What follows belongs to an exercise in optimizing a design on an open flow for small area and a short achievable clock period; a production flow would make more cautious choices.
No run shown here included a check of the RTL's function; only the layout flow was run.
Power figures rest on the tool's default switching activity, not on a simulated workload.

==> design/flow/design.v <==
module bank (
	input	logic			clk,
	input	logic			clr,
	input	logic			we,
	input	logic	[5:0]	waddr,
	input	logic	[5:0]	wdata,
	input	logic	[5:0]	raddr,
	output	logic	[5:0]	rdata
);
	logic	[6*64-1:0]	mem;
	logic	[5:0]		dbus;
	assign dbus = wdata & {6{~clr}};
	genvar i;
	generate
		for (i = 0; i < 64; i++) begin : g_entry
			always_ff @(posedge clk) begin
				if (clr || (we && waddr == i))
					mem[6*i +: 6] <= dbus;
			end
		end
	endgenerate
	assign rdata = mem[6*raddr +: 6];
endmodule
module best_offset_prefetcher #(
	parameter	WIDTH		= 64,
	parameter	TAG_WIDTH	= 12,
	parameter	UP_NUM_SET	= 8,
	parameter	UP_NUM_ASSO	= 0
) (
	input		logic					clk,
	input		logic					rst,
	input		logic	[WIDTH - 1:0]	up_address_i,
	input		logic					up_miss_i,
	input		logic					up_valid_i,
	input		logic					up_prefetched_i,
	input		logic					lo_ready_i,
	output		logic	[WIDTH - 1:0]	lo_prefetch_address_o,
	output		logic					lo_prefetch_valid_o
);
	localparam int NOFF = 46;
	function automatic logic [5:0] mag_of(logic [4:0] k);
		case (k)
			0: mag_of = 40;  1: mag_of = 36;  2: mag_of = 32;  3: mag_of = 30;
			4: mag_of = 24;  5: mag_of = 20;  6: mag_of = 18;  7: mag_of = 16;
			8: mag_of = 15;  9: mag_of = 14; 10: mag_of = 13; 11: mag_of = 12;
			12: mag_of = 11; 13: mag_of = 10; 14: mag_of = 9; 15: mag_of = 8;
			16: mag_of = 7;  17: mag_of = 6;  18: mag_of = 5; 19: mag_of = 4;
			20: mag_of = 3;  21: mag_of = 2;  default: mag_of = 1;
		endcase
	endfunction
	function automatic logic [11:0] off12(logic [5:0] i);
		logic [11:0] m;
		m = {6'd0, mag_of(i[5:1])};
		off12 = i[0] ? m : -m;
	endfunction
	function automatic logic [6:0] add6(logic [5:0] a, logic [5:0] b, logic ci);
		logic [5:0] g, p, gg, pp;
		logic [6:0] c;
		g = a & b;
		p = a ^ b;
		gg[0] = g[0] | (p[0] & ci);
		pp[0] = 1'b0;
		for (int k = 1; k < 6; k++) begin
			gg[k] = g[k];
			pp[k] = p[k];
		end
		gg[1] = gg[1] | (pp[1] & gg[0]);
		gg[3] = gg[3] | (pp[3] & gg[2]);  pp[3] = pp[3] & pp[2];
		gg[5] = gg[5] | (pp[5] & gg[4]);  pp[5] = pp[5] & pp[4];
		gg[2] = gg[2] | (pp[2] & gg[1]);
		gg[3] = gg[3] | (pp[3] & gg[1]);
		gg[4] = gg[4] | (pp[4] & gg[3]);
		gg[5] = gg[5] | (pp[5] & gg[3]);
		c[0] = ci;
		for (int k = 0; k < 6; k++)
			c[k + 1] = gg[k];
		add6 = {c[6], p ^ c[5:0]};
	endfunction
	function automatic logic [5:0] inc6(logic [5:0] a);
		inc6 = a ^ {&a[4:0], &a[3:0], &a[2:0], &a[1:0], a[0], 1'b1};
	endfunction
	function automatic logic [5:0] dec6(logic [5:0] a);
		dec6 = a ^ {~|a[4:0], ~|a[3:0], ~|a[2:0], ~|a[1:0], ~a[0], 1'b1};
	endfunction
	logic	[5:0]	cur;			 
	logic	[6:0]	round_q;		 
	logic			qd;				 
	logic			qr;				 
	logic			clr_d;			 
	logic	[4:0]	cmax_q;			 
	logic	[5:0]	best_q;			 
	logic	[4:0]	nm_p;			 
	logic	[5:0]	nbo_p;			 
	logic			pnd;			 
	logic	[5:0]	ra_lo;			 
	logic			ra_inc, ra_dec;	 
	logic	[5:0]	a_hi;			 
	logic			r0d;			 
	logic	[5:0]	po;				 
	logic	[7:0]	pt;				 
	logic			wr_en;			 
	logic	[5:0]	wr_lo;
	logic			wr_inc, wr_dec;
	logic			rst_d;
	logic	[12:0]	out_a;
	logic			out_v;
	logic	[4:0]	ring [NOFF];
	logic	[5:0]	a_hi_inc, a_hi_dec;
	assign a_hi_inc = inc6(a_hi);
	assign a_hi_dec = dec6(a_hi);
	logic	[5:0]	rd_tag, ra_hi, wr_hi;
	assign ra_hi = ra_inc ? a_hi_inc : ra_dec ? a_hi_dec : a_hi;
	assign wr_hi = wr_inc ? a_hi_inc : wr_dec ? a_hi_dec : a_hi;
	bank rr_table (
		.clk	(clk),
		.clr	(rst_d),
		.we		(wr_en),
		.waddr	(wr_lo),
		.wdata	(wr_hi),
		.raddr	(ra_lo),
		.rdata	(rd_tag)
	);
	logic hitp;
	assign hitp = pnd & (ra_hi == 6'd0 || rd_tag == ra_hi);
	logic			last, end_c;
	logic	[11:0]	cur_off;
	logic	[4:0]	s0;
	logic	[5:0]	s1;
	logic	[4:0]	c0;
	logic			ge0, ge1;
	logic	[4:0]	nm0, nm1, nm;
	logic	[5:0]	nbo0, nbo1, nbo;
	logic			eol0, eol1, eol;
	logic	[5:0]	newpo0, newpo1, newpo;
	logic	[4:0]	tl, tl1;
	assign last		= cur == NOFF - 1;
	assign end_c	= round_q == 7'd99;
	assign cur_off	= off12(cur);
	assign s0		= (round_q == 7'd0) ? 5'd0 : (qd ? ring[1] : ring[0]);
	assign s1		= {1'b0, s0} + 6'd1;
	assign c0		= clr_d ? 5'd0 : cmax_q;
	assign ge0		= s1 >= {1'b0, c0};
	assign nm0		= ge0 ? s1[4:0] : c0;
	assign nbo0		= ge0 ? cur_off[5:0] : best_q;
	assign eol0		= last && (nm0 == 5'd31 || end_c);
	assign newpo0	= (nm0 <= 5'd1) ? 6'd0 : nbo0;
	assign ge1		= s1 >= {1'b0, nm_p};
	assign nm1		= ge1 ? s1[4:0] : nm_p;
	assign nbo1		= ge1 ? cur_off[5:0] : nbo_p;
	assign eol1		= last && (nm1 == 5'd31 || end_c);
	assign newpo1	= (nm1 <= 5'd1) ? 6'd0 : nbo1;
	assign nm		= hitp ? nm1 : nm0;
	assign nbo		= hitp ? nbo1 : nbo0;
	assign eol		= hitp ? eol1 : eol0;
	assign newpo	= hitp ? newpo1 : newpo0;
	assign tl		= r0d ? 5'd0 : ring[0];
	assign tl1		= tl + 5'd1;
	logic	hit, q;
	assign hit	= ~up_miss_i & up_valid_i;
	assign q	= ~hit | pt[up_address_i[62:60]];
	logic	[6:0]	rs, ws, os;
	logic	[5:0]	oh, oh1;
	assign rs	= add6(up_address_i[5:0], ~cur_off[5:0], 1'b1);
	assign ws	= add6(up_address_i[5:0], ~po, 1'b1);
	assign os	= add6(up_address_i[57:52], po, 1'b0);
	assign oh	= up_address_i[63:58];
	assign oh1	= inc6(oh);
	always_ff @(posedge clk) begin
		cmax_q	<= hitp ? nm_p : c0;
		best_q	<= hitp ? nbo_p : best_q;
		nm_p	<= nm;
		nbo_p	<= nbo;
		r0d		<= round_q == 7'd0;
		rst_d	<= rst;
		qr		<= q;
		ra_lo	<= rs[5:0];
		ra_inc	<= cur_off[11] & rs[6];
		ra_dec	<= ~cur_off[11] & ~rs[6];
		wr_lo	<= ws[5:0];
		wr_inc	<= po[5] & ws[6];
		wr_dec	<= ~po[5] & ~ws[6];
		a_hi	<= up_address_i[11:6];
		if (rst) begin
			cur		<= '0;
			round_q	<= '0;
			qd		<= 1'b0;
			clr_d	<= 1'b1;
			pnd		<= 1'b0;
			po		<= '0;
			pt		<= '0;
			wr_en	<= 1'b0;
			out_a	<= '0;
			out_v	<= 1'b0;
		end else begin
			if (q) begin
				cur		<= last ? 6'd0 : cur + 6'd1;
				round_q	<= eol ? 7'd0 : last ? round_q + 7'd1 : round_q;
				if (eol)
					po	<= newpo;
			end
			qd		<= q;
			clr_d	<= q & eol;
			pnd		<= q & up_valid_i & ~eol;
			if (hit)
				pt[up_address_i[62:60]] <= up_prefetched_i;
			wr_en	<= up_prefetched_i | po == 6'd0;
			if (q && po != 6'd0 && lo_ready_i) begin
				out_a	<= {os[6] & (&oh), os[6] ? oh1 : oh, os[5:0]};
				out_v	<= 1'b1;
			end
		end
	end
	genvar i;
	generate
		for (i = 0; i < NOFF; i++) begin : g_ring
			always_ff @(posedge clk) begin
				if (qr)
					ring[i] <= (i == NOFF - 1) ? (hitp ? tl1 : tl) : ring[(i + 1) % NOFF];
			end
		end
	endgenerate
	assign lo_prefetch_address_o	= {{(WIDTH - 13){1'b0}}, out_a};
	assign lo_prefetch_valid_o		= out_v;
endmodule
==> design/flow/run.sh <==
#!/bin/bash
# synth_recipe.tcl (not shown) runs the flow's synth.tcl, then flattens the netlist and writes it again
# the make line also repeats each setting of config.mk as NAME=value (left out here)
make -C /OpenROAD-flow-scripts/flow DESIGN_CONFIG=/design/flow/config.mk WORK_HOME=/design/flow/orfs CLKGATE_MAP_FILE= SYNTH_SCRIPT=/design/flow/synth_recipe.tcl finish
==> design/flow/config.mk <==
export PLATFORM = sky130hd
export DESIGN_NAME = best_offset_prefetcher
export DESIGN_NICKNAME = best_offset_prefetcher
export VERILOG_FILES = /design/flow/design.v
export SDC_FILE = /design/flow/constraint.sdc
export NUM_CORES = 4
export LEC_CHECK = 0
export CAP_MARGIN = 20
export CORE_MARGIN = 2
export CORE_UTILIZATION = 40
export CTS_CLUSTER_DIAMETER = 100
export CTS_CLUSTER_SIZE = 30
export SLEW_MARGIN = 20
==> design/flow/constraint.sdc <==
create_clock -name core_clock -period 17.0 [get_ports {clk}]
set_input_delay 3.4000 -clock core_clock [delete_from_list [all_inputs] [get_ports {clk}]]
set_output_delay 3.4000 -clock core_clock [all_outputs]
set_load 0.01 [all_outputs]
==> flow_summary.json, run 1 <==
{
  "overflow": 0,
  "final_antenna_net_count": 0,
  "vias": 14280,
  "r2r-end": "po[3]$_SDFFE_PP0P_",
  "cts_made_buffers": 28,
  "htree_num_levels": 1,
  "drt_iter0_drc": 1042,
  "min_path_type": "flip-flop to flip-flop",
  "final_common_cell": "edfxtp_1",
  "p_per_area_nw_per_um2": 110.5,
  "drive_gt1_share_pct": 9.050,
  "finClkSkew_ps": 22.51,
  "finalCritPeriodShare_pct": 37.51,
  "whs_endpoint": "ring[2][1]$_DFFE_PP_",
  "p_int_w": 0.002546,
  "critical_path.max_stage_delay_ps": 740,
  "finalHoldViolations": 0,
  "ios": 135,
  "clkTransAtPathRegs_ps": 110,
  "holdWs_ps": 423.2,
  "leakagePower_nw": 11.11,
  "post-cts-setup-buffers": 0,
  "met3_length_um": 2784,
  "synth-edff-count": 620,
  "grt_pass1_wl_um": 84150,
  "hp-start": "ring[3][1]$_DFFE_PP_",
  "maxCapViolations": 0,
  "vdd_drop_max_mv": 0.06967,
  "netlist_area_um2": 28630,
  "met1Wirelength_um": 24880,
  "holdPathStages": 0,
  "port_buffers": 43,
  "syn2layout_area_growth_pct": 7.337,
  "synth.avg_cell_area_um2": 16.31,
  "synth-seq-cells": 712,
  "finalCriticalPeriod_ps": 6377,
  "clk_latency_ps": 630,
  "status": "no timing/DRC/antenna violations",
  "antenna_found_initial": 1,
  "slew_headroom_pct": 20.76,
  "cts_resized": 0,
  "routed_via_density": 5.212,
  "fmaxAchievable_mhz": 156.8,
  "r2r_start": "round_q[0]$_SDFFE_PP0P_",
  "cts_root_buffer": "clkbuf_16",
  "grt_pass1_vias": 14050,
  "start_util_pct": 40.26,
  "rsz0062_at_grt": "no",
  "drv_slew": 0,
  "pwr-share-clk_pct": 24.3,
  "cp_common_cell": "nand2_1",
  "ys_warn_count": 3,
  "gp_congestion": 0.8112,
  "antenna_cells": 0,
  "synth_seq_area_share_pct": 71.46,
  "clock_sinks": 712,
  "p_sw_share_pct": 24.99,
  "core-area_um2": 71120,
  "grt_usage_pct": 14.69,
  "path_class": "primary input to flip-flop",
  "synth_top_cell_area_share_pct": 65.02,
  "yosysUniqueCellTypes": 60,
  "die_h_um": 271.5,
  "crit_required_ps": 17530,
  "fin_setup_tns_ps": 0,
  "die-width_um": 271.5,
  "synthTopCellsByArea": "edfxtp_1, dfxtp_1, mux4_2, mux2i_1, ha_1",
  "synth-main-ff-cell": "edfxtp_1",
  "p_seq_share_pct": 62.8,
  "clockBufferDepth": 3,
  "wl_met2_um": 26700,
  "setup_violations": 0,
  "p_switching_w": 0.0008485,
  "drc": 0,
  "tightest_slew_ps": 1186,
  "routed_wirelength_um": 55450,
  "final_cell_mix": "edfxtp_1, mux2i_1, dfxtp_1",
  "critPathArrivalTime_ps": 6910,
  "fp-row-count": 98,
  "grt_start_max_net_pins": 88,
  "slowest_stage": "clkdlybuf4s50_1",
  "top_layer": "met4",
  "async_flop_share_pct": 0,
  "crit_path_end_kind": "flip-flop",
  "start_kind": "primary input",
  "synthCells": 1755,
  "die_area_um2": 73740,
  "dp_hpwl_um": 35410,
  "crit_chain": "clkdlybuf4s50_1 -> mux4_2 -> nand2_1 -> nand3_1 -> nand2_1 -> nand2b_1 -> nor2_1 -> inv_1 -> ha_1 -> and3_1 -> a21oi_1 -> o22ai_1 -> a22o_1",
  "synth.largest_area_cell": "edfxtp_1",
  "r2r_cells": 17,
  "final_nets": 1897,
  "cts_tree": "built",
  "critPathMaxFanout": 10,
  "avgRoutedWirePerCell_um": 20.24,
  "reg2reg_slack_ps": 11560,
  "drtPass1Iterations": 5,
  "cts_hold_buf": 0,
  "comb_power_share_pct": 12.9
}
## cells by family (layout without fill, tap and decap cells)
kind of cell,count (synthesis),in the layout,share of synthesized area (%)
adder cells (fa/ha/maj),59,59,2.814
buffers and inverters,187,172,3.374
multiplexers,178,178,9.107
XOR/XNOR,50,50,1.529
AO/OA/AOI/OAI,246,246,6.074
AND/OR/NAND/NOR,322,322,5.633
other,1,51,0.01310
flip-flops,712,712,71.46
## worst max path at each step
stage / start / to / slack [ps] / cells past startpoint
global placement: up_address_i[60] / flip-flop / 10070 / 13
floorplan: up_address_i[60] / flip-flop / 10940 / 14
global route: up_address_i[60] / flip-flop / 10340 / 13
detailed placement: up_address_i[60] / flip-flop / 9970 / 13
finish: up_address_i[60] / flip-flop / 10620 / 13
CTS: up_address_i[60] / flip-flop / 10670 / 13
## cell type report
cell class                      instances  area (µm²)
Clock buffer                           46       768.2
Clock inverter                          6       63.81
Fill cell                            6367       40390
Inverter                               60       225.2
Multi-Input combinational cell        906        7458
Sequential cell                       712       20480
Tap cell                              950        1189
Timing Repair Buffer                   60       553.0
## flip-flops by register name (all words and copies together), names as in the netlist, 5 cells and up, named ones only
register	flops
round_q	7
out_a	13
rr_table.mem	384
wr_lo	6
ra_lo	6
pt	8
po	6
ring	230
nm_p	5
cmax_q	5
nbo_p	6
a_hi	6
cur	6
best_q	6
## worst max-delay path: cells and delay by family
kind / cells / cell delay, ps
AOI/OAI and AO/OA: 3 / 460
and+or+nand+nor: 6 / 1400
adders and majority gates: 1 / 220
buffers and inverters: 2 / 850
muxes: 1 / 570
## stage by stage
step	instances	cell area (µm²)	setup WS [ps]	total power (W)	utilization, %
finish	2740	30730	10620	0.003395	43.21
global route	2740	30730	10340	0.003529	43.21
CTS	2740	30730	10670	0.003434	43.21
detailed placement	2688	29900	9974	0.002611	42.04
global placement	2688	29890	10070	0.002599	42.03
floorplan	1805	28820	10940	0.002457	-
## power by group through the flow
| stage | Sequential [W] | Combinational [W] | Clock [W] |
|---|---|---|---|
| 2_1_floorplan | 0.00215 | 0.000311 | 0 |
| 3_3_place_gp | 0.00217 | 0.000433 | 0 |
| 3_5_place_dp | 0.00217 | 0.000440 | 0 |
| 4_1_cts | 0.00213 | 0.000441 | 0.000859 |
| 5_1_grt | 0.00215 | 0.000473 | 0.000908 |
| 6_report | 0.00213 | 0.000438 | 0.000825 |
## synthesized netlist by cell type (5+ instances only)
cell type,instances
xnor2_1,24
fa_1,9
a211oi_2,6
nor2_1,87
nand2b_1,12
a22o_1,5
nor3_1,21
nor3b_1,6
inv_1,60
nand4_1,25
dfxtp_1,92
xor2_1,26
nor2b_1,27
clkbuf_1,43
nand3b_1,7
nand2_1,67
edfxtp_1,620
and3_1,9
o21ai_0,30
mux2i_1,106
buf_4,57
a22oi_1,37
or2_2,6
a211oi_1,10
mux4_2,65
nor4_1,5
ha_1,50
o22ai_1,11
and2_1,7
a21oi_1,36
o21bai_1,22
a21o_1,58
mux2_2,6
nand3_1,30
o22a_1,6
buf_2,22
## routing by layer
metal / vias up / GRT usage [%]
met2: 315 / 24.15
li1: 6585 / -
met1: 7319 / 20.78
met3: 61 / 1.981
met4: 0 / 3.557
met5: - / 0
==> run 2: changes to the inputs <==
--- a/design/flow/config.mk
+++ b/design/flow/config.mk
@@ -9,3 +9,3 @@
 export CORE_MARGIN = 2
-export CORE_UTILIZATION = 40
+export CORE_UTILIZATION = 65
 export CTS_CLUSTER_DIAMETER = 100
==> run 2 against run 1 <==
Effect of this change:
- still clean
- power decreased by 1.4%
- register-to-register slack improved by 90 ps
- clock power decreased by 5.0%
- sequential power about the same
==> flow_summary.json, run 2 <==
{
  "clock_sinks": 712,
  "fp-row-count": 76,
  "status": "no timing/DRC/antenna violations",
  "finClkSkew_ps": 15.90,
  "ios": 135,
  "setup_ws_ps": 10380,
  "antenna_cells": 0,
  "async_flop_share_pct": 0,
  "die_area_um2": 45740,
  "synth_most_common_cell": "edfxtp_1",
  "synthTopCellsByArea": "edfxtp_1, dfxtp_1, mux4_2, mux2i_1, ha_1",
  "synth.avg_cell_area_um2": 16.31,
  "regMostFlops": "rr_table.mem",
  "cts_hold_buf": 0,
  "placed_cell_area_um2": 29460,
  "finalCritPeriodShare_pct": 38.93,
  "drive_gt1_share_pct": 8.878,
  "vdd_drop_max_mv": 0.08117,
  "drtPass1Iterations": 5,
  "final_common_cell": "edfxtp_1",
  "synth-edff-count": 620,
  "tightest_slew_ps": 1088,
  "multi_input_area_um2": 7445,
  "critical_path.max_stage_delay_ps": 740,
  "synth_commonest_cells": "edfxtp_1, mux2i_1, dfxtp_1",
  "fmaxAchievable_mhz": 151.1,
  "critPathArrivalTime_ps": 7110,
  "synth-main-ff-cell": "edfxtp_1",
  "avgRoutedWirePerCell_um": 22.01,
  "overflow": 0,
  "synth.largest_area_cell": "edfxtp_1",
  "place_ws_ps": 9883,
  "core-area_um2": 43270,
  "final_cell_mix": "edfxtp_1, mux2i_1, dfxtp_1",
  "drv_slew": 0,
  "reg_top3": "rr_table.mem (384), ring (230), out_a (13)",
  "clkTransAtPathRegs_ps": 110,
  "min_path_type": "flip-flop to flip-flop",
  "finalHoldViolations": 0,
  "routed_via_density": 6.018,
  "crit_path_end_kind": "flip-flop",
  "clk_latency_ps": 600,
  "antenna_found_initial": 0,
  "routed_wirelength_um": 52300,
  "setup_violations": 0,
  "crit_chain": "clkdlybuf4s50_1 -> mux4_2 -> nand2b_1 -> nand3_1 -> nand2_1 -> nand2b_1 -> nor2_1 -> inv_1 -> ha_1 -> and3_1 -> a21oi_1 -> o22ai_1 -> a22o_1",
  "drt_iter0_drc": 1246,
  "synthCells": 1755,
  "grt_start_max_net_pins": 87,
  "synth-seq-cells": 712,
  "start_util_pct": 66.18,
  "die_h_um": 213.9,
  "final_antenna_net_count": 0,
  "largest_register_ffs": 384,
  "drc": 0,
  "die-width_um": 213.9,
  "synth_seq_area_share_pct": 71.46,
  "final_nets": 1900,
  "stdcell_area_um2": 30220,
  "port_buffers": 43,
  "maxCapViolations": 0,
  "netlist_area_um2": 28630,
  "finalCriticalPeriod_ps": 6619,
  "seq_area_um2": 20480,
  "start_kind": "primary input",
  "ys_warn_count": 3,
  "critPathMaxFanout": 10,
  "fillers": 2843,
  "holdWs_ps": 423.1,
  "grt_pass1_wl_um": 79970,
  "syn2layout_area_growth_pct": 5.559,
  "rsz0062_at_grt": "no",
  "p_per_area_nw_per_um2": 110.7,
  "crit_required_ps": 17490,
  "cts_resized": 0,
  "fin_setup_tns_ps": 0,
  "slew_headroom_pct": 27.18,
  "dp_hpwl_um": 33130,
  "grt_usage_pct": 23.25,
  "cts_made_buffers": 27,
  "slowest_stage": "clkdlybuf4s50_1",
  "synth_top_cell_area_share_pct": 65.02,
  "grt_pass1_vias": 13840,
  "cp_common_cell": "nand2b_1",
  "clockBufferDepth": 3,
  "path_class": "primary input to flip-flop",
  "yosysUniqueCellTypes": 60,
  "vias": 14300,
  "cts_root_buffer": "clkbuf_16",
  "gp_congestion": 0.8506,
  "htree_num_levels": 1,
  "leakagePower_nw": 11.10,
  "cts_tree": "built",
  "post-cts-setup-buffers": 0
}
-- run 2: path summary, 6_finish.rpt --
path,to,cells after the start,slack (ps),startpoint
worst min-delay path,ring[11][2]$_DFFE_PP_,0,420,ring[12][2]$_DFFE_PP_
worst max register to register,po[1]$_SDFFE_PP0P_,13,11650,ra_lo[2]$_DFF_P_
worst min register to register,ring[11][2]$_DFFE_PP_,0,420,ring[12][2]$_DFFE_PP_
worst max-delay path,flip-flop,13,10380,up_address_i[60]
-- run 2: cells by family (layout without fill, tap and decap cells) --
logic type,Yosys count,count (layout),share of synthesized area [%]
AO/OA/AOI/OAI,246,246,6.074
XOR/XNOR,50,50,1.529
adder cells (fa/ha/maj),59,59,2.814
buffers and inverters,187,173,3.374
flip-flops,712,712,71.46
multiplexers,178,178,9.107
other,1,51,0.01310
AND/OR/NAND/NOR,322,322,5.633
-- run 2: routing by layer --
| metal | up-vias | global-route usage [%] | wire [µm] |
|---|---|---|---|
| met5 | - | 0 | 0 |
| met4 | 0 | 5.148 | 968 |
| met3 | 57 | 2.519 | 2830 |
| met2 | 385 | 37.08 | 24540 |
| met1 | 7262 | 35.30 | 23950 |
| li1 | 6594 | - | - |
-- run 2: stage by stage --
step	std cells	total power, W	util (%)
after detailed placement	2327	0.002600	68.09
after floorplan	1805	0.002457	-
after global placement	2327	0.002586	68.09
after global routing	2376	0.003476	69.86
final	2376	0.003347	69.86
after CTS	2376	0.003372	69.86
-- run 2: layout make-up --
type / instances / area share (%)
timing repair buffer: 64 / 1.929
clock inverter: 2 / 0.04140
sequential: 712 / 67.75
clock buffer: 47 / 2.484
tap: 585 / 2.422
multi-input combinational: 906 / 24.63
inverter: 60 / 0.7452
-- run 2: critical path: cells and delay by family --
kind | cells | cell delay (ps)
buffers and inverters | 2 | 850
AO/OA/AOI/OAI | 3 | 470
adder cells (fa/ha/maj) | 1 | 210
multiplexers | 1 | 570
AND/OR/NAND/NOR | 6 | 1620
-- run 2: power by group --
part / switching (W) / leakage [nW] / internal (W)
clock network: 0.000478 / 0.365 / 0.000306
logic: 0.000265 / 3.59 / 0.000162
registers: 0.0000699 / 7.14 / 0.00207
total: 0.000813 / 11.1 / 0.00253
==> run 3: changes to the inputs <==
--- a/design/flow/design.v
+++ b/design/flow/design.v
@@ -40,11 +40,8 @@
 	localparam int NOFF = 46;
+	localparam logic [23*6-1:0] MAGS = {
+		6'd1,  6'd2,  6'd3,  6'd4,  6'd5,  6'd6,  6'd7,  6'd8,
+		6'd9,  6'd10, 6'd11, 6'd12, 6'd13, 6'd14, 6'd15, 6'd16,
+		6'd18, 6'd20, 6'd24, 6'd30, 6'd32, 6'd36, 6'd40};
 	function automatic logic [5:0] mag_of(logic [4:0] k);
-		case (k)
-			0: mag_of = 40;  1: mag_of = 36;  2: mag_of = 32;  3: mag_of = 30;
-			4: mag_of = 24;  5: mag_of = 20;  6: mag_of = 18;  7: mag_of = 16;
-			8: mag_of = 15;  9: mag_of = 14; 10: mag_of = 13; 11: mag_of = 12;
-			12: mag_of = 11; 13: mag_of = 10; 14: mag_of = 9; 15: mag_of = 8;
-			16: mag_of = 7;  17: mag_of = 6;  18: mag_of = 5; 19: mag_of = 4;
-			20: mag_of = 3;  21: mag_of = 2;  default: mag_of = 1;
-		endcase
+		mag_of = (k < 5'd23) ? MAGS[6*k +: 6] : 6'd1;
 	endfunction
--- a/design/flow/config.mk
+++ b/design/flow/config.mk
@@ -9,3 +9,3 @@
 export CORE_MARGIN = 2
-export CORE_UTILIZATION = 65
+export CORE_UTILIZATION = 40
 export CTS_CLUSTER_DIAMETER = 100
==> run 3 against run 2 <==
Effect of this change:
- final area grew 0.82%
- still clean
- register-to-register slack lost 550 ps
- wire length grew 8.4%
- highest routed layer unchanged
- largest cell class unchanged
- flip-flop and latch count shrank 6
- count of clock-buffer cells in the layout is the same
- non-clock buffer count shrank 2
- via count shrank 1.6%
- first-iteration DRC count grew 3.7%
- synthesized cell count shrank 2.8%
- global-route usage shrank 8.0 points
- clock power grew 8.2%
- largest power group unchanged
- worst hold slack lost 6.4 ps
==> flow_summary.json, run 3 <==
{
  "status": "no timing/DRC/antenna violations",
  "gp_congestion": 0.8430,
  "final_cell_mix": "edfxtp_1, nor2_1, mux2i_1",
  "crit_path_end_kind": "flip-flop",
  "die_h_um": 270.3,
  "die_area_um2": 73040,
  "fmaxAchievable_mhz": 169.5,
  "cts_tree": "built",
  "placed_cell_area_um2": 29600,
  "path_class": "flip-flop to flip-flop",
  "critical_path.max_stage_delay_ps": 830,
  "maxCapViolations": 0,
  "core-area_um2": 70150,
  "met1Wirelength_um": 25900,
  "drive_gt1_share_pct": 9.409,
  "pwr-share-clk_pct": 23.8,
  "vias": 14070,
  "async_flop_share_pct": 0,
  "fp-row-count": 97,
  "stdcell_area_um2": 30470,
  "finalCriticalPeriod_ps": 5899,
  "tightest_slew_ps": 1264,
  "synth_commonest_cells": "edfxtp_1, nor2_1, mux2i_1",
  "ios": 135,
  "comb_power_share_pct": 15.9,
  "met3_length_um": 2826,
  "synthCells": 1706,
  "start_util_pct": 40.42,
  "regMostFlops": "rr_table.mem",
  "synth-edff-count": 620,
  "cp_common_cell": "buf_4",
  "drv_slew": 0,
  "fillers": 6297,
  "finClkSkew_ps": 37.59,
  "largest_register_ffs": 384,
  "antenna_cells": 0,
  "yosysUniqueCellTypes": 61,
  "synth_most_common_cell": "edfxtp_1",
  "finalCritPeriodShare_pct": 34.70,
  "drc": 0,
  "start_kind": "flip-flop",
  "min_path_type": "flip-flop to flip-flop",
  "cts_resized": 0,
  "p_switching_w": 0.0009376,
  "crit_required_ps": 17470,
  "grt_usage_pct": 15.23,
  "setup_violations": 0,
  "netlist_area_um2": 28360,
  "drt_iter0_drc": 1292,
  "clk_latency_ps": 640,
  "final_common_cell": "edfxtp_1",
  "htree_num_levels": 1,
  "clockBufferDepth": 3,
  "antenna_found_initial": 0,
  "p_int_w": 0.002618,
  "avgRoutedWirePerCell_um": 21.13,
  "synth.avg_cell_area_um2": 16.62,
  "synth_top_cell_area_share_pct": 65.66,
  "grt_start_max_net_pins": 90,
  "holdWs_ps": 416.7,
  "p_seq_share_pct": 60.3,
  "wl_met2_um": 26740,
  "grt_pass1_vias": 14030,
  "cts_hold_buf": 0,
  "post-cts-setup-buffers": 0,
  "dp_hpwl_um": 36130,
  "placed_cells_incl_taps": 2631,
  "synth_seq_area_share_pct": 71.73,
  "overflow": 0,
  "ys_warn_count": 3,
  "path_delay_family": "compound AO/OA/AOI/OAI gates",
  "routed_via_density": 5.245,
  "synthTopCellsByArea": "edfxtp_1, mux4_2, dfxtp_1, mux2i_1, ha_1",
  "port_buffers": 43,
  "grt_pass1_wl_um": 86230,
  "layout.cells.non_filler": 2683,
  "critPathArrivalTime_ps": 6370,
  "synth.largest_area_cell": "edfxtp_1",
  "reg_top3": "rr_table.mem (384), ring (230), out_a (13)",
  "clkTransAtPathRegs_ps": 110,
  "slowest_stage": "nor2b_1",
  "top_layer": "met4",
  "final_nets": 1849,
  "synth-seq-cells": 706,
  "p_per_area_nw_per_um2": 116.7,
  "drtPass1Iterations": 5,
  "crit_buf_inv": 2,
  "leakagePower_nw": 10.99,
  "vdd_drop_max_mv": 0.1110,
  "rsz0062_at_grt": "no",
  "critPathMaxFanout": 48,
  "cts_made_buffers": 28,
  "routed_wirelength_um": 56690,
  "crit_chain": "buf_4 -> nor2b_1 -> a22oi_1 -> nand3_1 -> nand4_1 -> o21ai_1 -> xor2_1 -> o2111ai_1 -> o31ai_4 -> buf_4 -> mux2i_1 -> nand2_1 -> a21oi_1",
  "clock_sinks": 706,
  "syn2layout_area_growth_pct": 7.461,
  "synth-main-ff-cell": "edfxtp_1",
  "p_sw_share_pct": 26.37,
  "fin_setup_tns_ps": 0,
  "die-width_um": 270.3,
  "slew_headroom_pct": 15.12,
  "finalHoldViolations": 0,
  "cts_root_buffer": "clkbuf_16",
  "final_antenna_net_count": 0
}
run 3: cell count changes after synthesis, sizes merged, moves of 6 or more:
cell | before | now
nor3 | 25 | 13
nor2b | 27 | 20
and2 | 8 | 15
o22a | 6 | 0
o21ai | 32 | 19
nand4 | 25 | 18
inv | 60 | 51
mux2i | 106 | 87
a31oi | 4 | 10
nor2 | 87 | 99
dfxtp | 92 | 86
mux4 | 65 | 78
a21oi | 37 | 30
o22ai | 11 | 1
run 3: cells by family (layout without fill, tap and decap cells):
family	Yosys count	count (layout)	synth area share (%)
DFF	706	706	71.73
and+or+nand+nor	314	314	5.335
AOI/OAI and AO/OA	227	227	5.710
buffers and inverters	179	166	3.349
muxes	173	173	9.584
adders and majority gates	58	58	2.798
xor gates and xnor gates	48	48	1.483
other	1	51	0.01322
run 3: path summary, 6_finish.rpt:
kind,start,endpoint,slack [ps],cells after the start
min reg2reg,ring[36][1]$_DFFE_PP_,ring[35][1]$_DFFE_PP_,420,0
max reg2reg,ra_lo[0]$_DFF_P_,pnd$_SDFF_PP0_,11100,13
min,ring[36][1]$_DFFE_PP_,ring[35][1]$_DFFE_PP_,420,0
max,ra_lo[0]$_DFF_P_,pnd$_SDFF_PP0_,11100,13
run 3: layer usage:
metal / GRT usage, % / vias up
met1: 22.26 / 7221
met5: 0 / -
met3: 2.116 / 70
li1: - / 6432
met4: 3.053 / 0
met2: 24.50 / 348
run 3: power by group through the flow:
stage	registers (W)	logic (W)	clock network, W
5_1_grt	0.00216	0.000607	0.000929
3_5_place_dp	0.00218	0.000563	0
2_1_floorplan	0.00215	0.000405	0
6_report	0.00214	0.000565	0.000848
3_3_place_gp	0.00218	0.000556	0
4_1_cts	0.00214	0.000565	0.000874
run 3: cell type report:
| cell class | count | area, µm² | area share [%] |
|---|---|---|---|
| Timing Repair Buffer | 62 | 576.8 | 1.893 |
| Clock inverter | 5 | 53.80 | 0.1766 |
| Inverter | 52 | 195.2 | 0.6406 |
| Multi-Input combinational cell | 871 | 7302 | 23.96 |
| Sequential cell | 706 | 20350 | 66.79 |
| Clock buffer | 47 | 814.5 | 2.673 |
| Tap cell | 940 | 1176 | 3.860 |
run 3: per-stage QoR:
stage          power (W)  setup slack (ps)  util, %
4_1_cts         0.003583             11030    43.43
3_3_place_gp    0.002732             10690    42.19
3_5_place_dp    0.002744             10680    42.19
2_1_floorplan   0.002558             11070        -
6_report        0.003556             11100    43.44
5_1_grt         0.003697             10670    43.44
==> run 4: changes to the inputs <==
==> design/flow/flow/run.sh (new file) <==
#!/bin/bash
# Layout: the standard flow (standard.sh) with two changes to how it is
# made: Yosys leaves adders to ABC instead of mapping them to ha/fa cells
# first (ADDER_MAP_FILE empty), and the port buffers are buf_2 cells.
set -euo pipefail
bash standard.sh "ADDER_MAP_FILE=" "BUFFER_PORTS_ARGS=-buffer_cell sky130_fd_sc_hd__buf_2" finish > standard_flow.log 2>&1
==> design/flow/standard.sh (new file) <==
#!/bin/bash
# synth_recipe.tcl (not shown) runs the flow's synth.tcl, then flattens the netlist and writes it again
# the make line also repeats each setting of config.mk as NAME=value (left out here)
make -C /OpenROAD-flow-scripts/flow DESIGN_CONFIG=/design/flow/config.mk WORK_HOME=/design/flow/orfs CLKGATE_MAP_FILE= SYNTH_SCRIPT=/design/flow/synth_recipe.tcl "${@:-finish}"
removed: design/flow/run.sh
==> run 4 against run 3 <==
Effect of this change:
- still clean on timing, DRC and antenna
- synthesized cell count up 1.2%
- sequential power down 2%
- power down 7.1%
- cell count up 0.11%
- count of clock-buffer cells in the layout down 1
- synthesized area down 0.11%
- via count up 1.2%
- flip-flop and latch count unchanged
- worst setup slack better by 97 ps
- largest power group unchanged
==> flow_summary.json, run 4 <==
{
  "core-area_um2": 70030,
  "utilization_pct": 43.08,
  "stdcell_area_um2": 30170,
  "routed_via_density": 5.300,
  "routed_wirelength_um": 55590,
  "clockBufferDepth": 3,
  "synth-main-ff-cell": "edfxtp_1",
  "cts_resized": 0,
  "clk_latency_ps": 620,
  "status": "no timing/DRC/antenna violations",
  "grt_start_max_net_pins": 215,
  "cts_made_buffers": 29,
  "finalHoldViolations": 0,
  "dp_hpwl_um": 34450,
  "clock_sinks": 706,
  "grt_pass1_wl_um": 84820,
  "fin_setup_tns_ps": 0,
  "finalPower_w": 0.003304,
  "finalCriticalPeriod_ps": 5802,
  "crit_required_ps": 17510,
  "htree_num_levels": 1,
  "tightest_slew_ps": 1128,
  "die_area_um2": 72950,
  "reg_top3": "rr_table.mem (384), ring (230), out_a (13)",
  "place_ws_ps": 11050,
  "netlist_area_um2": 28320,
  "syn2layout_area_growth_pct": 6.525,
  "cts_hold_buf": 0,
  "final_cell_mix": "edfxtp_1, mux2i_1, dfxtp_1",
  "grt_pass1_vias": 14110,
  "synth.largest_area_cell": "edfxtp_1",
  "crit_path_end_kind": "flip-flop",
  "final_antenna_net_count": 0,
  "placed_cell_area_um2": 29230,
  "clkTransAtPathRegs_ps": 110,
  "fp-row-count": 97,
  "die-width_um": 270.1,
  "start_util_pct": 40.45,
  "antenna_cells": 0,
  "largest_register_ffs": 384,
  "maxCapViolations": 0,
  "synth-seq-cells": 706,
  "drive_gt1_share_pct": 12.37,
  "antenna_found_initial": 1,
  "synth_most_common_cell": "edfxtp_1",
  "p_per_area_nw_per_um2": 109.5,
  "start_kind": "flip-flop",
  "drv_slew": 0,
  "avgRoutedWirePerCell_um": 20.70,
  "post-cts-setup-buffers": 0,
  "critPathArrivalTime_ps": 6320,
  "synth_seq_area_share_pct": 71.81,
  "leakagePower_nw": 10.68,
  "synth.avg_cell_area_um2": 16.40,
  "final_nets": 1793,
  "overflow": 0,
  "synth_top_cell_area_share_pct": 65.73,
  "cts_root_buffer": "clkbuf_16",
  "async_flop_share_pct": 0,
  "rsz0062_at_grt": "no",
  "gp_congestion": 0.8443,
  "ios": 135,
  "synthCells": 1727,
  "cts_tree": "built",
  "setup_ws_ps": 11200,
  "final_common_cell": "edfxtp_1",
  "finClkSkew_ps": 30.33,
  "grt-busiest-layer": "met2",
  "use_met1_pct": 21.00,
  "min_path_type": "flip-flop to flip-flop",
  "yosysUniqueCellTypes": 76,
  "gr-usage-met2_pct": 24.31,
  "synth_commonest_cells": "edfxtp_1, mux2i_1, dfxtp_1",
  "slew_headroom_pct": 24.12,
  "ys_warn_count": 3,
  "drc": 0,
  "drtPass1Iterations": 5,
  "drt_iter0_drc": 1401,
  "path_class": "flip-flop to flip-flop",
  "critPathMaxFanout": 57,
  "vias": 14240,
  "finalCritPeriodShare_pct": 34.13,
  "fmaxAchievable_mhz": 172.3,
  "regMostFlops": "rr_table.mem",
  "setup_violations": 0,
  "synthTopCellsByArea": "edfxtp_1, dfxtp_1, mux4_2, mux2i_1, buf_4",
  "grt_usage_pct": 14.83,
  "die_h_um": 270.1,
  "gr-usage-met3_pct": 2.036,
  "vdd_drop_max_mv": 0.08788,
  "synth-edff-count": 620,
  "port_buffers": 43
}
## run 4: cell types whose count changed after synthesis, moves of 14 or more
cell,before,now
mux2_2,8,23
a21oi_1,30,45
o21ai_0,17,39
inv_1,50,15
a22oi_1,33,18
nand3_1,28,14
nor2_1,99,79
ha_1,49,0
xnor2_1,25,47
## run 4: cells by family (layout without fill, tap and decap cells)
| family | count (synthesis) | in the layout | share of synthesized area (%) |
|---|---|---|---|
| AO/OA/AOI/OAI | 274 | 274 | 6.728 |
| AND/OR/NAND/NOR | 319 | 319 | 5.646 |
| buffers and inverters | 160 | 129 | 3.256 |
| other | 1 | 51 | 0.01324 |
| multiplexers | 188 | 188 | 10.01 |
| XOR/XNOR | 70 | 70 | 2.213 |
| adder cells (fa/ha/maj) | 9 | 9 | 0.3181 |
| flip-flops | 706 | 706 | 71.81 |
## run 4: worst paths after layout
path | start | to | slack, ps | cells after the start
setup / recovery | ra_lo[2]$_DFF_P_ | po[0]$_SDFFE_PP0P_ | 11200 | 12
hold / removal | ring[21][3]$_DFFE_PP_ | ring[20][3]$_DFFE_PP_ | 410 | 0
setup reg to reg | ra_lo[2]$_DFF_P_ | po[0]$_SDFFE_PP0P_ | 11200 | 12
hold reg to reg | ring[21][3]$_DFFE_PP_ | ring[20][3]$_DFFE_PP_ | 410 | 0
## run 4: layout make-up
| type | count | area, µm² |
|---|---|---|
| fillers | 6202 | 39860 |
| flip-flops and latches | 706 | 20350 |
| multi-input cells | 911 | 7300 |
| well taps | 940 | 1176 |
| clock buffers | 46 | 799.5 |
| repair buffers | 58 | 360.3 |
| clock inverters | 8 | 118.9 |
| inverters | 17 | 63.81 |
## run 4: routing by layer
metal	vias to the layer above	wire, µm
met5	-	13
met4	2	1093
met3	71	2727
met2	349	26640
met1	7294	25120
li1	6521	-
## run 4: where the power goes
group	total, W	switching, W	internal (W)
Clock	0.000864	0.000517	0.000347
Combinational	0.000347	0.000207	0.000140
Sequential	0.00209	0.0000631	0.00203
## run 4: worst max-delay path, stage by stage (launching register included)
cell	delay [ps]
dfxtp_4	980
buf_4	830
nor2b_1	100
a2111oi_0	550
nor3_1	210
nor4_1	810
xor2_1	200
o211ai_1	100
o41a_1	460
buf_4	290
mux2_4	390
a31o_1	340
mux2_1	370
## run 4: per-stage QoR
| step | std cells | hold slack [ps] |
|---|---|---|
| 2_1_floorplan | 1777 | 400.3 |
| 3_3_place_gp | 2631 | 407.2 |
| 3_5_place_dp | 2631 | 404.5 |
| 4_1_cts | 2685 | 414.8 |
| 5_1_grt | 2686 | 421.7 |
| 6_report | 2686 | 412.5 |
==> run 5: changes to the inputs <==
--- a/design/flow/config.mk
+++ b/design/flow/config.mk
@@ -7,3 +7,3 @@
 export LEC_CHECK = 0
-export CAP_MARGIN = 20
+export CAP_MARGIN = 50
 export CORE_MARGIN = 2
@@ -12,2 +12,2 @@
 export CTS_CLUSTER_SIZE = 30
-export SLEW_MARGIN = 20
+export SLEW_MARGIN = 70
==> run 5 against run 4 <==
Effect of this change:
- still clean on timing, DRC and antenna
- sequential power about the same
- via count increased by 1.2%
- worst setup slack improved by 540 ps
- synthesized cell count unchanged
- register-to-register slack improved by 1000 ps
- utilization increased by 1.5 points
- die area unchanged
- count of clock-buffer cells in the layout increased by 3
- sequential share of layout area decreased by 2.2 points
- power increased by 0.50%
- synthesized area unchanged
- highest routed layer unchanged
==> flow_summary.json, run 5 <==
{
  "cts_root_buffer": "clkbuf_16",
  "start_util_pct": 40.45,
  "start_kind": "primary input",
  "regMostFlops": "rr_table.mem",
  "cts_hold_buf": 0,
  "r2r-end": "po[0]$_SDFFE_PP0P_",
  "synth-seq-cells": 706,
  "finalCritPeriodShare_pct": 30.97,
  "final_common_cell": "edfxtp_1",
  "routed_wirelength_um": 56000,
  "synth-edff-count": 620,
  "routed_via_density": 5.312,
  "antenna_cells": 0,
  "largest_register_ffs": 384,
  "finalCriticalPeriod_ps": 5266,
  "vias": 14410,
  "gp_congestion": 0.8443,
  "reg_top3": "rr_table.mem (384), ring (230), out_a (13)",
  "clock_sinks": 706,
  "final_cell_mix": "edfxtp_1, mux2i_1, nand2_1, mux4_2, dfxtp_1",
  "ys_warn_count": 3,
  "finClkSkew_ps": 25.19,
  "critPathMaxFanout": 4,
  "setup_violations": 0,
  "vdd_drop_max_mv": 0.09640,
  "antenna_found_initial": 5,
  "hp-start": "ring[28][0]$_DFFE_PP_",
  "synth.avg_cell_area_um2": 16.40,
  "core-area_um2": 70030,
  "status": "no timing/DRC/antenna violations",
  "final_antenna_net_count": 0,
  "drtPass1Iterations": 5,
  "overflow": 0,
  "port_buffers": 43,
  "drt_iter0_drc": 1238,
  "grt_start_max_net_pins": 65,
  "grt_pass1_vias": 14200,
  "finalHoldViolations": 0,
  "crit_chain": "buf_2 -> o211ai_1 -> a31oi_1 -> maj3_1 -> maj3_1 -> maj3_1 -> nand3_1 -> nor3_1 -> xnor2_1 -> a211oi_1",
  "synth-main-ff-cell": "edfxtp_1",
  "synth_top_cell_area_share_pct": 65.73,
  "maxCapViolations": 0,
  "drive_gt1_share_pct": 18.10,
  "crit_required_ps": 17540,
  "dp_hpwl_um": 36310,
  "crit_buf_inv": 1,
  "ios": 135,
  "min_path_type": "flip-flop to flip-flop",
  "post-cts-setup-buffers": 0,
  "slowest_stage": "maj3_1",
  "leakagePower_nw": 11.04,
  "cts_resized": 0,
  "die_area_um2": 72950,
  "drc": 0,
  "p_per_area_nw_per_um2": 106.4,
  "clockBufferDepth": 3,
  "grt_usage_pct": 14.98,
  "path_class": "primary input to flip-flop",
  "netlist_area_um2": 28320,
  "die-width_um": 270.1,
  "placed_cells_incl_taps": 2657,
  "reg2reg_slack_ps": 12200,
  "grt_pass1_wl_um": 85800,
  "async_flop_share_pct": 0,
  "synthCells": 1727,
  "r2r_start": "ra_lo[2]$_DFF_P_",
  "cts_made_buffers": 28,
  "clk_latency_ps": 620,
  "htree_num_levels": 1,
  "avgRoutedWirePerCell_um": 20.64,
  "critPathArrivalTime_ps": 5810,
  "clkTransAtPathRegs_ps": 110,
  "fin_setup_tns_ps": 0,
  "synthTopCellsByArea": "edfxtp_1, dfxtp_1, mux4_2, mux2i_1, buf_4",
  "cp_common_cell": "maj3_1",
  "syn2layout_area_growth_pct": 10.21,
  "rsz0062_at_grt": "no",
  "yosysUniqueCellTypes": 76,
  "crit_path_end_kind": "flip-flop",
  "holdPathStages": 0,
  "synth_commonest_cells": "edfxtp_1, mux2i_1, dfxtp_1",
  "synth_most_common_cell": "edfxtp_1",
  "path_delay_family": "adder cells",
  "fillers": 6115,
  "synth_seq_area_share_pct": 71.81,
  "fp-row-count": 97,
  "critical_path.max_stage_delay_ps": 440,
  "fmaxAchievable_mhz": 189.9,
  "drv_slew": 0,
  "layout.cells.non_filler": 2713,
  "final_nets": 1821,
  "whs_endpoint": "ring[27][0]$_DFFE_PP_",
  "die_h_um": 270.1,
  "r2r_cells": 13,
  "cp.depth": 10,
  "synth.largest_area_cell": "edfxtp_1",
  "cts_tree": "built"
}
==> run 5: cell counts after synthesis <==
Identical to the previous run, type by type.
==> run 5: through the flow <==
stage / hold WS, ps / utilization [%] / cell area (µm²) / setup slack [ps] / total power (W)
after CTS: 417.0 / 44.24 / 30980 / 11750 / 0.003349
final: 417.0 / 44.58 / 31220 / 11730 / 0.003321
after global placement: 407.2 / 41.73 / 29230 / 11110 / 0.002471
after global routing: 418.4 / 44.58 / 31220 / 11580 / 0.003445
after floorplan: 400.3 / - / 28510 / 11070 / 0.002371
after detailed placement: 404.5 / 43.02 / 30130 / 11090 / 0.002517
==> run 5: kinds of logic (layout without fill, tap and decap cells) <==
logic type | Yosys count | count (layout) | synth area share [%]
buf+inv | 160 | 156 | 3.256
xor+xnor | 70 | 70 | 2.213
compound gates | 274 | 274 | 6.728
simple gates | 319 | 319 | 5.646
other cells | 1 | 51 | 0.01324
fa+ha+maj | 9 | 9 | 0.3181
flops | 706 | 706 | 71.81
mux | 188 | 188 | 10.01
==> run 5: report_power, final <==
group / total [W] / switching (W) / internal (W)
Combinational: 0.000399 / 0.000229 / 0.000170
Sequential: 0.00208 / 0.0000544 / 0.00203
Clock: 0.000838 / 0.000510 / 0.000328
Total: 0.00332 / 0.000793 / 0.00253
==> run 5: worst max path at each step <==
| stage | start | to | slack [ps] |
|---|---|---|---|
| floorplan | qr$_DFF_P_ | ring[0][0]$_DFFE_PP_ | 11070 |
| global placement | up_address_i[53] | out_a[11]$_SDFFE_PP0P_ | 11110 |
| detailed placement | up_address_i[53] | out_a[11]$_SDFFE_PP0P_ | 11090 |
| CTS | up_address_i[53] | out_a[11]$_SDFFE_PP0P_ | 11750 |
| global route | up_address_i[53] | out_a[11]$_SDFFE_PP0P_ | 11580 |
| finish | up_address_i[53] | out_a[11]$_SDFFE_PP0P_ | 11730 |
==> run 5: area by class of cell <==
type                       instances  area [µm²]  area share [%]
clock inverter                     3       66.31          0.2124
multi-input combinational        911        7838           25.11
clock buffer                      49       789.5           2.529
inverter                          17       63.81          0.2044
sequential                       706       20370           65.25
tap                              940        1176           3.768
timing repair buffer              87       913.4           2.926
==> run 5: metal layers <==
metal / vias to the layer above / track usage, % / share of wire [%]
li1: 6598 / - / -
met1: 7406 / 20.96 / 45
met2: 324 / 25.00 / 49
met3: 73 / 2.196 / 4.9
met4: 10 / 3.041 / 1.8
met5: - / 0 / 0.12
==> run 6: changes to the inputs <==
--- a/design/flow/flow/run.sh
+++ b/design/flow/flow/run.sh
@@ -5,2 +5,2 @@
 set -euo pipefail
-bash standard.sh "ADDER_MAP_FILE=" "BUFFER_PORTS_ARGS=-buffer_cell sky130_fd_sc_hd__buf_2" finish > standard_flow.log 2>&1
+bash standard.sh "ADDER_MAP_FILE=" "BUFFER_PORTS_ARGS=-buffer_cell sky130_fd_sc_hd__buf_2" "SETUP_SLACK_MARGIN=12.6" finish > standard_flow.log 2>&1
--- a/design/flow/config.mk
+++ b/design/flow/config.mk
@@ -7,3 +7,3 @@
 export LEC_CHECK = 0
-export CAP_MARGIN = 50
+export CAP_MARGIN = 20
 export CORE_MARGIN = 2
@@ -12,2 +12,2 @@
 export CTS_CLUSTER_SIZE = 30
-export SLEW_MARGIN = 70
+export SLEW_MARGIN = 20
==> run 6 against run 5 <==
Effect of this change:
- clock power barely moved
- fmax rose by 7.5%
- die area did not move
- synthesized cell count did not move
- combinational power fell by 3%
- wire length rose by 3.2%
- global-route usage rose by 0.25 points
- power fell by 0.39%
- sequential power barely moved
- first-iteration DRC count rose by 11%
- utilization fell by 0.28 points
==> flow_summary.json, run 6 <==
{
  "dp_hpwl_um": 34120,
  "multi_input_area_um2": 7601,
  "grt_usage_pct": 15.23,
  "grt_pass1_wl_um": 87130,
  "synth_seq_area_share_pct": 71.81,
  "r2r-end": "po[0]$_SDFFE_PP0P_",
  "start_util_pct": 40.45,
  "antenna_cells": 0,
  "cts_made_buffers": 28,
  "synthTopCellsByArea": "edfxtp_1, dfxtp_1, mux4_2, mux2i_1, buf_4",
  "clk_latency_ps": 620,
  "final_nets": 1835,
  "clkTransAtPathRegs_ps": 120,
  "port_buffers": 43,
  "status": "no timing/DRC/antenna violations",
  "fillers": 6120,
  "ys_warn_count": 3,
  "place_ws_ps": 11080,
  "vias": 14660,
  "fp-row-count": 97,
  "drc": 0,
  "finalCritPeriodShare_pct": 28.80,
  "synth-edff-count": 620,
  "synth_commonest_cells": "edfxtp_1, mux2i_1, dfxtp_1",
  "netlist_area_um2": 28320,
  "finalCriticalPeriod_ps": 4896,
  "routed_via_density": 5.374,
  "vdd_drop_max_mv": 0.08435,
  "cts_root_buffer": "clkbuf_16",
  "seq_area_um2": 20370,
  "setup_ws_ps": 12100,
  "die_h_um": 270.1,
  "grt_pass1_vias": 14130,
  "gp_congestion": 0.8316,
  "finalHoldViolations": 0,
  "clockBufferDepth": 3,
  "final_common_cell": "edfxtp_1",
  "grt_start_max_net_pins": 87,
  "path_class": "primary input to flip-flop",
  "async_flop_share_pct": 0,
  "avgRoutedWirePerCell_um": 21.19,
  "fmaxAchievable_mhz": 204.2,
  "slew_headroom_pct": 26.15,
  "synth_top_cell_area_share_pct": 65.73,
  "finClkSkew_ps": 25.33,
  "reg2reg_slack_ps": 12610,
  "htree_num_levels": 1,
  "die_area_um2": 72950,
  "ios": 135,
  "setup_violations": 0,
  "die-width_um": 270.1,
  "syn2layout_area_growth_pct": 9.515,
  "min_path_type": "flip-flop to flip-flop",
  "synth.avg_cell_area_um2": 16.40,
  "leakagePower_nw": 11.01,
  "largest_register_ffs": 384,
  "core-area_um2": 70030,
  "tightest_slew_ps": 1104,
  "drive_gt1_share_pct": 18.30,
  "clock_sinks": 706,
  "synth-main-ff-cell": "edfxtp_1",
  "drv_slew": 0,
  "r2r_cells": 12,
  "start_kind": "primary input",
  "crit_required_ps": 17540,
  "overflow": 0,
  "maxCapViolations": 0,
  "final_cell_mix": "edfxtp_1, mux2i_1, mux4_2",
  "synth.largest_area_cell": "edfxtp_1",
  "critPathArrivalTime_ps": 5430,
  "r2r_start": "ra_lo[0]$_DFF_P_",
  "final_antenna_net_count": 0,
  "synthCells": 1727,
  "reg_top3": "rr_table.mem (384), ring (230), out_a (13)",
  "drtPass1Iterations": 5,
  "rsz0062_at_grt": "yes",
  "antenna_found_initial": 0,
  "critPathMaxFanout": 4,
  "synth_most_common_cell": "edfxtp_1",
  "crit_path_end_kind": "flip-flop",
  "synth-seq-cells": 706,
  "regMostFlops": "rr_table.mem",
  "crit_start": "up_address_i[53]",
  "cts_tree": "built",
  "fin_setup_tns_ps": 0,
  "p_per_area_nw_per_um2": 106.6,
  "routed_wirelength_um": 57790,
  "yosysUniqueCellTypes": 76,
  "cp-endpoint": "out_a[11]$_SDFFE_PP0P_",
  "drt_iter0_drc": 1369
}
-- run 6: cell counts after synthesis --
No cell type changed its count.
-- run 6: worst min-delay path by stage --
stage | slack [ps] | to | cells after the start | startpoint
after floorplan | 400 | ring[10][0]$_DFFE_PP_ | 0 | ring[11][0]$_DFFE_PP_
after global placement | 410 | ring[23][4]$_DFFE_PP_ | 0 | ring[24][4]$_DFFE_PP_
after detailed placement | 400 | ring[11][3]$_DFFE_PP_ | 0 | ring[12][3]$_DFFE_PP_
after CTS | 420 | ring[39][0]$_DFFE_PP_ | 0 | ring[40][0]$_DFFE_PP_
after global routing | 420 | ring[29][0]$_DFFE_PP_ | 0 | ring[30][0]$_DFFE_PP_
final | 420 | ring[29][0]$_DFFE_PP_ | 0 | ring[30][0]$_DFFE_PP_
-- run 6: through the flow --
step	std cells	hold slack [ps]	utilization (%)	area [µm²]	power, W
finish	2727	420.3	44.29	31020	0.003308
global route	2727	421.4	44.29	31020	0.003429
CTS	2709	420.1	43.86	30710	0.003334
detailed placement	2635	404.5	41.93	29360	0.002478
global placement	2635	407.2	41.93	29360	0.002472
floorplan	1777	400.3	-	28680	0.002370
-- run 6: timing repair --
item,4_1_cts,5_1_grt
gates cloned,1,5
resized for setup,67,25
setup buffers,21,12
hold buffers,0,0
setup endpoints to repair,79,52
pin swaps,16,9
-- run 6: routing by layer --
| layer | vias to the layer above | global-route usage (%) | routed length, µm |
|---|---|---|---|
| met5 | - | 0 | 0 |
| met4 | 0 | 3.450 | 1237 |
| met3 | 66 | 1.716 | 2850 |
| met2 | 399 | 24.12 | 27100 |
| met1 | 7560 | 22.66 | 26600 |
| li1 | 6630 | - | - |
-- run 6: cell type report --
class                   count  share of cell area, %
clock buffers              46                  2.545
clock inverters             6                 0.2057
flip-flops and latches    706                  65.67
repair buffers             98                  3.062
inverters                  17                 0.2219
well taps                 940                  3.792
multi-input cells         914                  24.50
-- run 6: kinds of logic (layout without fill, tap and decap cells) --
family	count (synthesis)	count (layout)	synth area share, %
fa+ha+maj	9	9	0.3181
simple gates	319	322	5.646
compound gates	274	274	6.728
xor+xnor	70	70	2.213
buf+inv	160	167	3.256
flops	706	706	71.81
other cells	1	51	0.01324
mux	188	188	10.01
-- run 6: power breakdown --
part           leakage, nW  internal (W)  total (W)  switching (W)
Combinational         3.51      0.000158   0.000387       0.000229
Sequential            7.09       0.00203    0.00208      0.0000502
Clock                0.409      0.000330   0.000841       0.000511
-- run 6: critical path, cell delays in order --
cell and delay [ps]:
buf_8 90, o211ai_1 260, a31oi_2 150, maj3_2 330, maj3_2 310, maj3_2 370
nand3_4 140, nor3_4 60, xnor2_1 140, a211oi_1 190

[port drivers added, routing unchanged]
No port has a modelled driver above. Below, the same layouts with a new extraction and two added sets of constraints.
Step 1 assumes that a clkbuf_16 drives the clock port and a buf_2 every other input.
Step 2 also shifts input and output timing later by t, the mid clock arrival at the registers, as if the neighbouring blocks saw the same clock.
Three values: ideal, step 1, step 2; two values: the first two.
run	t (ns)	setup WS [ns]	worst setup path after step 2	latest minus earliest clock arrival (ns)	pins driven straight from the clock port
run 1	0.680	10.623 / 10.654 / 9.974	input to register	0.022 / 0.022	1
run 2	0.651	10.381 / 10.418 / 9.767	input to register	0.023 / 0.023	1
run 3	0.680	11.101 / 11.101 / 10.677	input to register	0.040 / 0.040	1
run 4	0.660	11.198 / 11.198 / 11.058	input to register	0.032 / 0.032	1
run 5	0.669	11.734 / 11.771 / 11.103	input to register	0.026 / 0.027	1
run 6	0.671	12.104 / 12.124 / 11.453	input to register	0.027 / 0.026	1
After both steps setup and hold are still met in every run listed. For run 6, which loses most, drivers alone change the setup slack by +0.020 ns; drivers and shift together by -0.651 ns.
